What follows belongs to an exercise in optimizing a design on an open flow for a short achievable clock period and few clock cycles; a production flow would make more cautious choices. In this exercise RTL edits were held to simulation tests only and were not proved equivalent to the original. Power is estimated from default activity; no workload was simulated.

==> flow/design.v <==
module y86_pipe(clk, rst, pc, instr, dmem_addr, dmem_wdata, dmem_we, dmem_rdata, stat,
    register_memory0 , register_memory1 , register_memory2 ,register_memory3 , register_memory4 , register_memory5 ,register_memory6 ,register_memory7 ,register_memory8 , register_memory9 , register_memory10 ,register_memory11 , register_memory12 , register_memory13 , register_memory14);
    input clk;
    input rst;
    output [63:0] pc;
    input [79:0] instr;           
    output [63:0] dmem_addr;
    output [63:0] dmem_wdata;
    output dmem_we;
    input [63:0] dmem_rdata;
    output [3:0] stat;
    output signed [63:0] register_memory0 , register_memory1 , register_memory2 ,register_memory3 , register_memory4 , register_memory5 ,register_memory6 ,register_memory7 ,register_memory8 , register_memory9 , register_memory10 ,register_memory11 , register_memory12 , register_memory13 , register_memory14;
    localparam RNONE = 4'hF;
    localparam RSP = 4'd4;
    localparam RASW = 16;                 
    reg [63:0] R [0:14];                  
    reg [63:0] PC;                        
    reg [RASW-1:0] ras [0:7];             
    reg [79:0] X_ins;
    reg X_halt, X_cmov, X_irm, X_rm, X_mr, X_op, X_call, X_ret, X_push, X_pop;
    reg [3:0]  X_srcA, X_srcB;
    reg        X_fwdA, X_fwdB;            
    reg        X_ldA, X_ldB;              
    reg [63:0] X_pc9;                     
    reg [RASW-1:0] X_pred;                
    reg [2:0]  CC;                        
    reg        M_we, M_isret;
    reg [14:0] M_enE, M_enM;              
    reg [63:0] M_addr, M_wdata, M_valE;
    reg [RASW-1:0] M_pred;
    reg [2:0]  M_cc;
    reg        W_retbad;
    reg [63:0] W_valM;
    reg [2:0]  W_cc;
    reg        S_aok, S_hlt;              
    assign pc = PC;
    assign dmem_addr = M_addr;
    assign dmem_wdata = M_wdata;
    assign dmem_we = M_we;
    assign stat = {S_aok, S_hlt, 2'b00};
    assign register_memory0 = R[0];
    assign register_memory1 = R[1];
    assign register_memory2 = R[2];
    assign register_memory3 = R[3];
    assign register_memory4 = R[4];
    assign register_memory5 = R[5];
    assign register_memory6 = R[6];
    assign register_memory7 = R[7];
    assign register_memory8 = R[8];
    assign register_memory9 = R[9];
    assign register_memory10 = R[10];
    assign register_memory11 = R[11];
    assign register_memory12 = R[12];
    assign register_memory13 = R[13];
    assign register_memory14 = R[14];
    wire redirect = W_retbad;
    function cond;
        input [3:0] f;
        input [2:0] cc;
        reg zf, sf, of;
        begin
            zf = cc[0]; sf = cc[1]; of = cc[2];
            case (f)
                4'h0: cond = 1'b1;
                4'h1: cond = (sf ^ of) | zf;
                4'h2: cond = sf ^ of;
                4'h3: cond = zf;
                4'h4: cond = ~zf;
                4'h5: cond = ~(sf ^ of);
                4'h6: cond = ~(sf ^ of) & ~zf;
                default: cond = 1'b0;
            endcase
        end
    endfunction
    function [14:0] onehot;
        input [3:0] r;
        integer k;
        begin
            for (k = 0; k < 15; k = k + 1) onehot[k] = (r == k);
        end
    endfunction
    wire [3:0] x_ifun = X_ins[75:72];
    wire [3:0] x_rA   = X_ins[71:68];
    wire [3:0] x_rB   = X_ins[67:64];
    wire [63:0] x_valC = X_ins[63:0];
    wire x_stk = X_call | X_ret | X_push | X_pop;
    wire stall = (X_ldA & ~(X_rm | X_push | X_cmov)) | X_ldB;
    wire x_go = ~stall & ~redirect;       
    wire [63:0] valA = X_fwdA ? M_valE : (X_srcA == RNONE) ? 64'd0 : R[X_srcA];
    wire [63:0] valB = X_fwdB ? M_valE : (X_srcB == RNONE) ? 64'd0 : R[X_srcB];
    wire x_cnd = cond(x_ifun, CC);
    wire [63:0] op_add = valA + valB;
    wire [63:0] op_sub = valA - valB;
    wire [63:0] op_and = valA & valB;
    wire [63:0] op_xor = valA ^ valB;
    reg [63:0] op_res;
    reg op_of, op_zf;
    always @(*) begin
        case (x_ifun[1:0])
            2'd0: begin op_res = op_add; op_of = (valA[63] == valB[63]) & (op_add[63] != valA[63]);
                        op_zf = ((valA ^ valB) == ((valA | valB) << 1)); end
            2'd1: begin op_res = op_sub; op_of = (valA[63] != valB[63]) & (op_sub[63] != valA[63]);
                        op_zf = (valA == valB); end
            2'd2: begin op_res = op_and; op_of = 1'b0; op_zf = (op_and == 64'd0); end
            default: begin op_res = op_xor; op_of = 1'b0; op_zf = (valA == valB); end
        endcase
    end
    wire [2:0] op_flags = {op_of, op_res[63], op_zf};
    wire [63:0] b_plus_c = valB + x_valC;
    wire [63:0] b_inc = valB + 64'd1;
    wire [63:0] b_dec = valB - 64'd1;
    wire [63:0] x_valE = ({64{X_op}} & op_res)
                       | ({64{X_rm | X_mr}} & b_plus_c)
                       | ({64{X_call | X_push}} & b_dec)
                       | ({64{X_ret | X_pop}} & b_inc)
                       | ({64{X_irm}} & x_valC)
                       | ({64{X_cmov}} & valA);
    wire [63:0] x_addr = (X_ret | X_pop) ? valB : x_valE;
    wire [3:0] x_destE = (X_irm | X_op | (X_cmov & x_cnd)) ? x_rB : x_stk ? RSP : RNONE;
    wire [3:0] x_destM = (X_mr | X_pop) ? x_rA : RNONE;
    wire x_setcc = X_op & ~stall;
    wire [2:0] cc_now = x_setcc ? op_flags : CC;
    wire retbad = M_isret & (dmem_rdata != {{(64-RASW){1'b0}}, M_pred});
    wire [3:0] f_icode = instr[79:76];
    wire [3:0] f_ifun  = instr[75:72];
    wire [3:0] f_rA    = instr[71:68];
    wire [3:0] f_rB    = instr[67:64];
    wire [63:0] f_valC = instr[71:8];
    wire f_halt = f_icode == 4'h0;
    wire f_nop  = f_icode == 4'h1;
    wire f_cmov = f_icode == 4'h2;
    wire f_irm  = f_icode == 4'h3;
    wire f_rm   = f_icode == 4'h4;
    wire f_mr   = f_icode == 4'h5;
    wire f_op   = f_icode == 4'h6;
    wire f_jxx  = f_icode == 4'h7;
    wire f_call = f_icode == 4'h8;
    wire f_ret  = f_icode == 4'h9;
    wire f_push = f_icode == 4'hA;
    wire f_pop  = f_icode == 4'hB;
    wire [3:0] f_srcA = (f_cmov | f_rm | f_op | f_push) ? f_rA : RNONE;
    wire [3:0] f_srcB = (f_rm | f_mr | f_op) ? f_rB : (f_call | f_ret | f_push | f_pop) ? RSP : RNONE;
    wire [3:0] n_destE = x_go ? x_destE : RNONE;
    wire [3:0] n_destM = x_go ? x_destM : RNONE;
    wire [63:0] pc1 = PC + 64'd1;
    wire [63:0] pc2 = PC + 64'd2;
    wire [63:0] pc9 = PC + 64'd9;
    wire [63:0] pc10 = PC + 64'd10;
    wire [7:0] cnd_vec;
    genvar gi;
    generate for (gi = 0; gi < 8; gi = gi + 1) begin : g_cnd
        assign cnd_vec[gi] = cond(gi, cc_now);
    end endgenerate
    wire f_take = cnd_vec[f_ifun[2:0]];
    wire s_same = f_halt;
    wire s_p1 = ~(f_halt | f_cmov | f_irm | f_rm | f_mr | f_op | f_jxx | f_call | f_ret | f_push | f_pop);
    wire s_p2 = f_cmov | f_op | f_push | f_pop;
    wire s_p10 = f_irm | f_rm | f_mr;
    wire s_p9 = f_jxx & ~f_take;
    wire s_c = f_call | (f_jxx & f_take);
    wire s_ras = f_ret;
    wire [63:0] f_next = ({64{s_same}} & PC) | ({64{s_p1}} & pc1) | ({64{s_p2}} & pc2)
                       | ({64{s_p10}} & pc10) | ({64{s_p9}} & pc9) | ({64{s_c}} & f_valC)
                       | ({64{s_ras}} & {{(64-RASW){1'b0}}, ras[0]});
    wire f_go = ~stall & ~redirect;
    wire ras_push = f_go & f_call;
    wire ras_pop = f_go & f_ret;
    integer i;
    always @(posedge clk) begin
        if (rst) begin
            PC <= 64'd0;
            for (i = 0; i < 8; i = i + 1) ras[i] <= {RASW{1'b0}};
        end else begin
            if (redirect) PC <= W_valM;
            else if (!stall) PC <= f_next;
            if (ras_push) begin
                ras[0] <= pc9[RASW-1:0];
                for (i = 1; i < 8; i = i + 1) ras[i] <= ras[i-1];
            end else if (ras_pop) begin
                for (i = 0; i < 7; i = i + 1) ras[i] <= ras[i+1];
            end
        end
    end
    always @(posedge clk) begin
        if (rst | redirect) begin
            {X_halt, X_cmov, X_irm, X_rm, X_mr, X_op, X_call, X_ret, X_push, X_pop} <= 10'd0;
            X_fwdA <= 1'b0;
            X_fwdB <= 1'b0;
            X_ldA <= 1'b0;
            X_ldB <= 1'b0;
        end else if (stall) begin
            X_fwdA <= 1'b0;
            X_fwdB <= 1'b0;
            X_ldA <= 1'b0;
            X_ldB <= 1'b0;
        end else begin
            {X_halt, X_cmov, X_irm, X_rm, X_mr, X_op, X_call, X_ret, X_push, X_pop} <=
                {f_halt, f_cmov, f_irm, f_rm, f_mr, f_op, f_call, f_ret, f_push, f_pop};
            X_fwdA <= (n_destE != RNONE) & (f_srcA == n_destE);
            X_fwdB <= (n_destE != RNONE) & (f_srcB == n_destE);
            X_ldA <= (n_destM != RNONE) & (f_srcA == n_destM);
            X_ldB <= (n_destM != RNONE) & (f_srcB == n_destM);
        end
        if (!stall) begin
            X_ins <= instr;
            X_srcA <= f_srcA;
            X_srcB <= f_srcB;
            X_pc9 <= pc9;
            X_pred <= ras[0];
        end
    end
    always @(posedge clk) begin
        if (rst) begin
            CC <= 3'b000;
            M_we <= 1'b0;
            M_isret <= 1'b0;
            M_enE <= 15'd0;
            M_enM <= 15'd0;
            S_aok <= 1'b1;
            S_hlt <= 1'b0;
        end else begin
            if (redirect) CC <= W_cc;
            else if (x_setcc) CC <= op_flags;
            M_we <= x_go & (X_rm | X_call | X_push) & ~retbad & ~S_hlt;
            M_isret <= x_go & X_ret;
            M_enE <= x_go ? onehot(x_destE) : 15'd0;
            M_enM <= x_go ? onehot(x_destM) : 15'd0;
            if (x_go & X_halt & ~retbad) begin
                S_aok <= 1'b0;
                S_hlt <= 1'b1;
            end
        end
        M_valE <= (X_cmov & X_ldA) ? dmem_rdata : x_valE;
        M_addr <= x_addr;
        M_wdata <= X_call ? X_pc9 : X_ldA ? dmem_rdata : valA;
        M_pred <= X_pred;
        M_cc <= CC;
    end
    always @(posedge clk) begin
        if (rst)
            W_retbad <= 1'b0;
        else
            W_retbad <= ~redirect & retbad;
        W_valM <= dmem_rdata;
        W_cc <= M_cc;
    end
    always @(posedge clk) begin
        if (rst) begin
            R[0] <= 64'd12;
            R[1] <= 64'd10;
            R[2] <= 64'd101;
            R[3] <= 64'd3;
            R[4] <= 64'd254;
            R[5] <= 64'd50;
            R[6] <= -64'd143;
            R[7] <= 64'd10000;
            R[8] <= 64'd990000;
            R[9] <= -64'd12345;
            R[10] <= 64'd12345;
            R[11] <= 64'd10112;
            R[12] <= 64'd0;
            R[13] <= 64'd1567;
            R[14] <= 64'd8643;
        end else if (!S_hlt & !redirect) begin
            for (i = 0; i < 15; i = i + 1) begin
                if (M_enM[i]) R[i] <= dmem_rdata;
                else if (M_enE[i]) R[i] <= M_valE;
            end
        end
    end
endmodule
==> flow/flow/run.sh <==
#!/bin/bash
# Own layout flow: the standard ORFS flow (standard.sh) unchanged, with the
# resizer's setup repair asked to leave extra slack, so that it keeps
# shortening paths beyond the design's clock period. The constraints
# (clock period, I/O delays, loads) are the design's own. Each tool's full
# output goes to ORFS's own logs under orfs/logs; make's output to make.log.
set -euo pipefail
export SETUP_SLACK_MARGIN=${SETUP_SLACK_MARGIN_OVERRIDE:-22.5}
bash standard.sh > make.log 2>&1
==> flow/standard.sh <==
#!/bin/bash
# synth_recipe.tcl (not shown) runs the flow's synth.tcl, then flattens the netlist and writes it again
# the make line also repeats each setting of config.mk as NAME=value (left out here)
make -C /OpenROAD-flow-scripts/flow DESIGN_CONFIG=/design/flow/config.mk WORK_HOME=/design/flow/orfs CLKGATE_MAP_FILE= SYNTH_SCRIPT=/design/flow/synth_recipe.tcl "${@:-finish}"
==> flow/config.mk <==
export PLATFORM = sky130hd
export DESIGN_NAME = y86_pipe
export DESIGN_NICKNAME = y86_pipe
export VERILOG_FILES = /design/flow/design.v
export SDC_FILE = /design/flow/constraint.sdc
export NUM_CORES = 4
export LEC_CHECK = 0
export CAP_MARGIN = 30
export CELL_PAD_IN_SITES_DETAIL_PLACEMENT = 1
export CELL_PAD_IN_SITES_GLOBAL_PLACEMENT = 2
export CORE_MARGIN = 2
export CORE_UTILIZATION = 25
export PLACE_DENSITY = 0.4
export SLEW_MARGIN = 30
==> flow/constraint.sdc <==
create_clock -name core_clock -period 30.0 [get_ports {clk}]
set_input_delay 6.0000 -clock core_clock [delete_from_list [all_inputs] [get_ports {clk}]]
set_output_delay 6.0000 -clock core_clock [all_outputs]
set_load 0.01 [all_outputs]
==> notes.md <==
## layer usage
metal  vias to the layer above  GRT usage, %  part of all wire (%)
met2                      9365          67.2                    41
met5                         -             0                 0.017
li1                      52600             -                     -
met1                     68600          54.8                    38
met4                        28          36.5                    10
met3                      2597          12.2                   9.9
## cell usage in the layout (no fill, tap or decap), types with 88 or more instances in the layout
master	Yosys	routed
sky130_fd_sc_hd__a311oi_1	113	110
sky130_fd_sc_hd__a21oi_1	711	663
sky130_fd_sc_hd__a222oi_1	94	94
sky130_fd_sc_hd__nand3_1	188	181
sky130_fd_sc_hd__nor4_1	135	104
sky130_fd_sc_hd__a22oi_1	459	456
sky130_fd_sc_hd__dfxtp_4	0	1030
sky130_fd_sc_hd__diode_2	0	96
sky130_fd_sc_hd__edfxtp_1	164	164
sky130_fd_sc_hd__a211oi_1	840	828
sky130_fd_sc_hd__nor3_1	172	153
sky130_fd_sc_hd__o211ai_1	88	88
sky130_fd_sc_hd__inv_1	279	272
sky130_fd_sc_hd__clkbuf_16	0	234
sky130_fd_sc_hd__buf_4	36	1631
sky130_fd_sc_hd__a31oi_1	117	96
sky130_fd_sc_hd__nand4_1	159	159
sky130_fd_sc_hd__xnor2_1	225	222
sky130_fd_sc_hd__clkdlybuf4s50_1	0	117
sky130_fd_sc_hd__dfxtp_1	1482	396
sky130_fd_sc_hd__buf_6	17	934
sky130_fd_sc_hd__buf_2	82	194
sky130_fd_sc_hd__o21ai_0	505	441
sky130_fd_sc_hd__nor2_1	1735	1687
sky130_fd_sc_hd__ha_1	269	207
sky130_fd_sc_hd__nand2_1	868	823
sky130_fd_sc_hd__mux2i_1	1197	1181
sky130_fd_sc_hd__a211o_1	194	193
## state kept, by name (all words and copies together) (netlist names), 15 cells and up
| signal | flops |
|---|---|
| R | 960 |
| ras | 128 |
| X_ins | 76 |
| M_addr | 64 |
| M_valE | 64 |
| M_wdata | 64 |
| PC | 64 |
| W_valM | 64 |
| X_pc9 | 64 |
| M_pred | 16 |
| X_pred | 16 |
| M_enE | 15 |
| M_enM | 15 |
## where the power goes
group | switching, uW | leakage, uW | internal, uW | total, uW
clock | 1220 | 0.00365 | 1640 | 2860
combinational | 2090 | 0.0364 | 968 | 3060
sequential | 183 | 0.0146 | 2250 | 2430
total | 3500 | 0.0546 | 4850 | 8350
## cell type report
cell class	instances	area share [%]
flip-flops and latches	1646	25.1
clock inverters	97	0.811
inverters	289	0.736
multi-input cells	9718	45.2
repair buffers	3110	19.3
clock buffers	299	4.05
diodes	96	0.157
well taps	5663	4.62
## worst max-delay path: cells and delay by family (launching register included)
| kind | cells | cell delay [ns] |
|---|---|---|
| AO/OA/AOI/OAI | 12 | 3.27 |
| buffers and inverters | 8 | 1.48 |
| AND/OR/NAND/NOR | 6 | 0.96 |
| flip-flops | 1 | 0.52 |
| adder cells (fa/ha/maj) | 1 | 0.32 |
| XOR/XNOR | 1 | 0.30 |
| multiplexers | 1 | 0.16 |
## path summary, 6_finish.rpt
path | start | slack (ns) | to | cells past startpoint
hold reg to reg | X_pred[9]$_DFFE_PN_ | 0.31 | M_pred[9]$_DFF_P_ | 0
setup reg to reg | X_srcA[0]$_DFFE_PN_ | 22.26 | PC[45]$_SDFFE_PP0P_ | 29
setup / recovery | X_srcA[0]$_DFFE_PN_ | 22.26 | PC[45]$_SDFFE_PP0P_ | 29
hold / removal | X_pred[9]$_DFFE_PN_ | 0.31 | M_pred[9]$_DFF_P_ | 0
## synth_stat cells (all sizes together) (139+ instances only)
master,number
nor2,1736
dfxtp,1482
mux2i,1198
clkbuf,1065
nand2,868
a211oi,840
a21oi,712
o21ai,541
a22oi,462
buf,342
inv,284
ha,269
xnor2,225
a211o,194
nand3,188
nor3,179
edfxtp,164
nand4,159
nor4,139
## per-stage QoR
stage	power (uW)	cell area, um^2
after detailed placement	5170	126000
after global placement	5140	126000
after CTS	8100	150000
after floorplan	3770	107000
after global routing	8500	153000
final	8350	153000
## cells by family after synthesis
kind of cell             after synthesis
AND/OR/NAND/NOR                     3746
adder cells (fa/ha/maj)              271
XOR/XNOR                             305
multiplexers                        1276
flip-flops                          1646
other                                  1
buffers and inverters               1696
AO/OA/AOI/OAI                       4113
## timing repair
item / CTS / global route
gates cloned: 27 / 15
setup buffers: 1093 / 132
pin swaps: 52 / 95
resized for setup: 8759 / 371
endpoints found under the setup margin: 2209 / 775
hold endpoints to repair: 0 / 0
==> notes.md <==
# TYPE chip_impl_metric gauge
chip_impl_metric{name="share_of_the_cycle_needed_by_the_critical_path_after_routing",unit="%"} 25.8
chip_impl_metric{name="cap_violations",unit=""} 0
chip_impl_metric{name="detail-route-antenna-nets",unit=""} 0
chip_impl_metric{name="register_area",unit="um^2"} 38500
chip_impl_info{name="crit_path_top_delay_cell",value="sky130_fd_sc_hd__a222oi_1"} 1
chip_impl_metric{name="worst_clock_skew",unit="ns"} 0.116
chip_impl_metric{name="avgRoutedWirePerCell",unit="um"} 49.4
chip_impl_metric{name="cts_made_buffers",unit=""} 217
chip_impl_metric{name="postSynth.asyncResetShare",unit="%"} 0
chip_impl_metric{name="synth_cells",unit=""} 13100
chip_impl_metric{name="start_util",unit="%"} 25.1
chip_impl_metric{name="number_of_standard_cell_rows_in_the_floorplan",unit=""} 239
chip_impl_info{name="combinational_family_with_the_most_area_after_synthesis",value="compound AO/OA/AOI/OAI gates"} 1
chip_impl_metric{name="clock_path_buffers",unit=""} 4
chip_impl_metric{name="clkTransAtPathRegs",unit="ns"} 0.07
chip_impl_metric{name="overflow",unit=""} 0
chip_impl_metric{name="drcViolationCount",unit=""} 0
chip_impl_metric{name="number_of_iterations_in_the_first_detailed_routing_pass",unit=""} 10
chip_impl_metric{name="final_critical_period",unit="ns"} 7.74
chip_impl_metric{name="max_freq",unit="GHz"} 0.129
chip_impl_info{name="most_frequently_used_flop_master_after_synthesis",value="sky130_fd_sc_hd__dfxtp_1"} 1
chip_impl_metric{name="synth_top_area_share",unit="%"} 27.9
chip_impl_metric{name="grt_start_max_net_pins",unit=""} 115
chip_impl_metric{name="placed_cells",unit=""} 19200
chip_impl_metric{name="sum_of_net_half_perimeters_after_detailed_placement",unit="um"} 728000
chip_impl_metric{name="grt_util_all_layers",unit="%"} 45.2
chip_impl_info{name="cts-root-buf",value="sky130_fd_sc_hd__clkbuf_16"} 1
chip_impl_metric{name="finalMaxSlewViolations",unit=""} 0
chip_impl_metric{name="dieHeight",unit="um"} 656
chip_impl_metric{name="clkSinkCount",unit=""} 1646
chip_impl_metric{name="multi_input_comb_area",unit="um^2"} 69300
chip_impl_metric{name="postCtsHoldBufs",unit=""} 0
chip_impl_metric{name="share_of_the_core_filled_with_cells",unit="%"} 36.2
chip_impl_metric{name="cp.arrival",unit="ns"} 8.57
chip_impl_metric{name="syn_area_per_cell",unit="um^2"} 8.15
chip_impl_metric{name="areaGrowthSynthToFinish",unit="%"} 44.1
chip_impl_metric{name="layout.cells.non_filler",unit=""} 20900
chip_impl_metric{name="final.hold.worst_slack",unit="ns"} 0.315
chip_impl_metric{name="cpPeakStageDelay",unit="ns"} 0.77
chip_impl_metric{name="vdd.ir_drop.worst",unit="V"} 0.0000605
chip_impl_metric{name="synth_xor_area_share",unit="%"} 2.52
chip_impl_info{name="most_common_cell_type_on_the_critical_path",value="sky130_fd_sc_hd__buf_12"} 1
chip_impl_info{name="synthTopCellsByArea",value="sky130_fd_sc_hd__dfxtp_1 28%, sky130_fd_sc_hd__mux2i_1 11%, sky130_fd_sc_hd__nor2_1 6.1%"} 1
chip_impl_info{name="critPathCaptureType",value="register"} 1
chip_impl_metric{name="worst_skew_pair.late_latency",unit="ns"} 1.03
chip_impl_metric{name="synth.lib_cells_used.distinct",unit=""} 114
chip_impl_metric{name="yosys-mux-area-fraction",unit="%"} 12.2
chip_impl_info{name="timing.hold.worst.class",value="reg -> reg"} 1
chip_impl_metric{name="h-tree-depth",unit=""} 4
chip_impl_metric{name="pre_cts_slack",unit="ns"} 19.34
chip_impl_info{name="worstSetupPathType",value="reg -> reg"} 1
chip_impl_metric{name="layout-drive-gt1-share",unit="%"} 34.2
chip_impl_metric{name="wl",unit="um"} 1030000
chip_impl_metric{name="final.setup.worst_slack",unit="ns"} 22.26
chip_impl_metric{name="number_of_input_and_output_port_buffers_inserted",unit=""} 1300
chip_impl_metric{name="fillers",unit=""} 48500
chip_impl_metric{name="dieArea",unit="um^2"} 431000
chip_impl_metric{name="synth-warning-count",unit=""} 3
chip_impl_metric{name="num_vias",unit=""} 133000
chip_impl_metric{name="report.final.hold_viol_count",unit=""} 0
chip_impl_metric{name="worst-endpoint-required",unit="ns"} 30.83
chip_impl_metric{name="die_width",unit="um"} 656
chip_impl_info{name="synth.largest_area_cell",value="sky130_fd_sc_hd__dfxtp_1"} 1
chip_impl_metric{name="first_global_vias",unit=""} 127000
chip_impl_metric{name="grt_antenna_before_repair",unit=""} 134
chip_impl_metric{name="finalSetupViolations",unit=""} 0
chip_impl_metric{name="power.density_cell_area",unit="nW/um^2"} 54.5
chip_impl_metric{name="wire_length_of_the_first_global_routing_pass",unit="um"} 1310000
chip_impl_metric{name="vias_per_cell",unit=""} 6.36
chip_impl_info{name="crit_path_start_kind",value="register"} 1
chip_impl_metric{name="layout.nets",unit=""} 15400
chip_impl_metric{name="place.gp.congestion",unit=""} 1.00
chip_impl_metric{name="synth_enable_flop_cells",unit=""} 164
chip_impl_metric{name="synth_simple_gate_area_share",unit="%"} 15.9
chip_impl_metric{name="synth.ff_latch_count",unit=""} 1646
chip_impl_metric{name="worst_slew_margin_rel",unit="%"} 17.5
chip_impl_metric{name="max_slew.worst_pin.slew",unit="ns"} 1.23
chip_impl_metric{name="post_synthesis_cell_area",unit="um^2"} 106000
chip_impl_metric{name="timing.critical_path.fanout_max",unit=""} 57
chip_impl_metric{name="seq_area_frac_synth",unit="%"} 32.5
chip_impl_metric{name="static-leakage-power",unit="uW"} 0.0546
chip_impl_info{name="tritoncts",value="yes"} 1
chip_impl_metric{name="timing.setup.tns",unit="ns"} 0
chip_impl_metric{name="synth_area_in_compound_gates",unit="%"} 27.4
chip_impl_info{name="grt_setup_unrepaired",value="true"} 1
chip_impl_metric{name="post_synth_fa_ha_maj_area_fraction",unit="%"} 3.20
chip_impl_metric{name="io_pins",unit=""} 1303
chip_impl_metric{name="detail_route.iter0.violations",unit=""} 18200
chip_impl_info{name="status",value="complete, no violations"} 1
chip_impl_metric{name="core-area",unit="um^2"} 424000
Testbench counts, summed over its fixed seeds: cycles 21,844.

[separate check: timing with driven ports]
The results above use ideal ports. As a check the final layout listed here was re-extracted and re-timed, cells and wires unchanged. Step 1 sets driving cells, clkbuf_16 on the clock port and buf_2 on the other inputs (assumed; they add their load-dependent delay and slew). Step 2 adds t to the input delays and takes it off the output delays; t is the mean of the earliest and latest rising clock arrival at the registers after step 1. Input paths then give back, and output paths get back, about the clock's delay inside the block. Slacks: ideal / step 1 / step 2; pairs: ideal / step 1.
t, ns: 1.105
setup WS [ns]: 22.256 / 22.177 / 21.386
worst data-port slew with drivers (ns): 0.20
After both steps this run still meets setup and hold. The setup slack of this run moves by -0.079 ns with the drivers and by -0.870 ns with both steps.
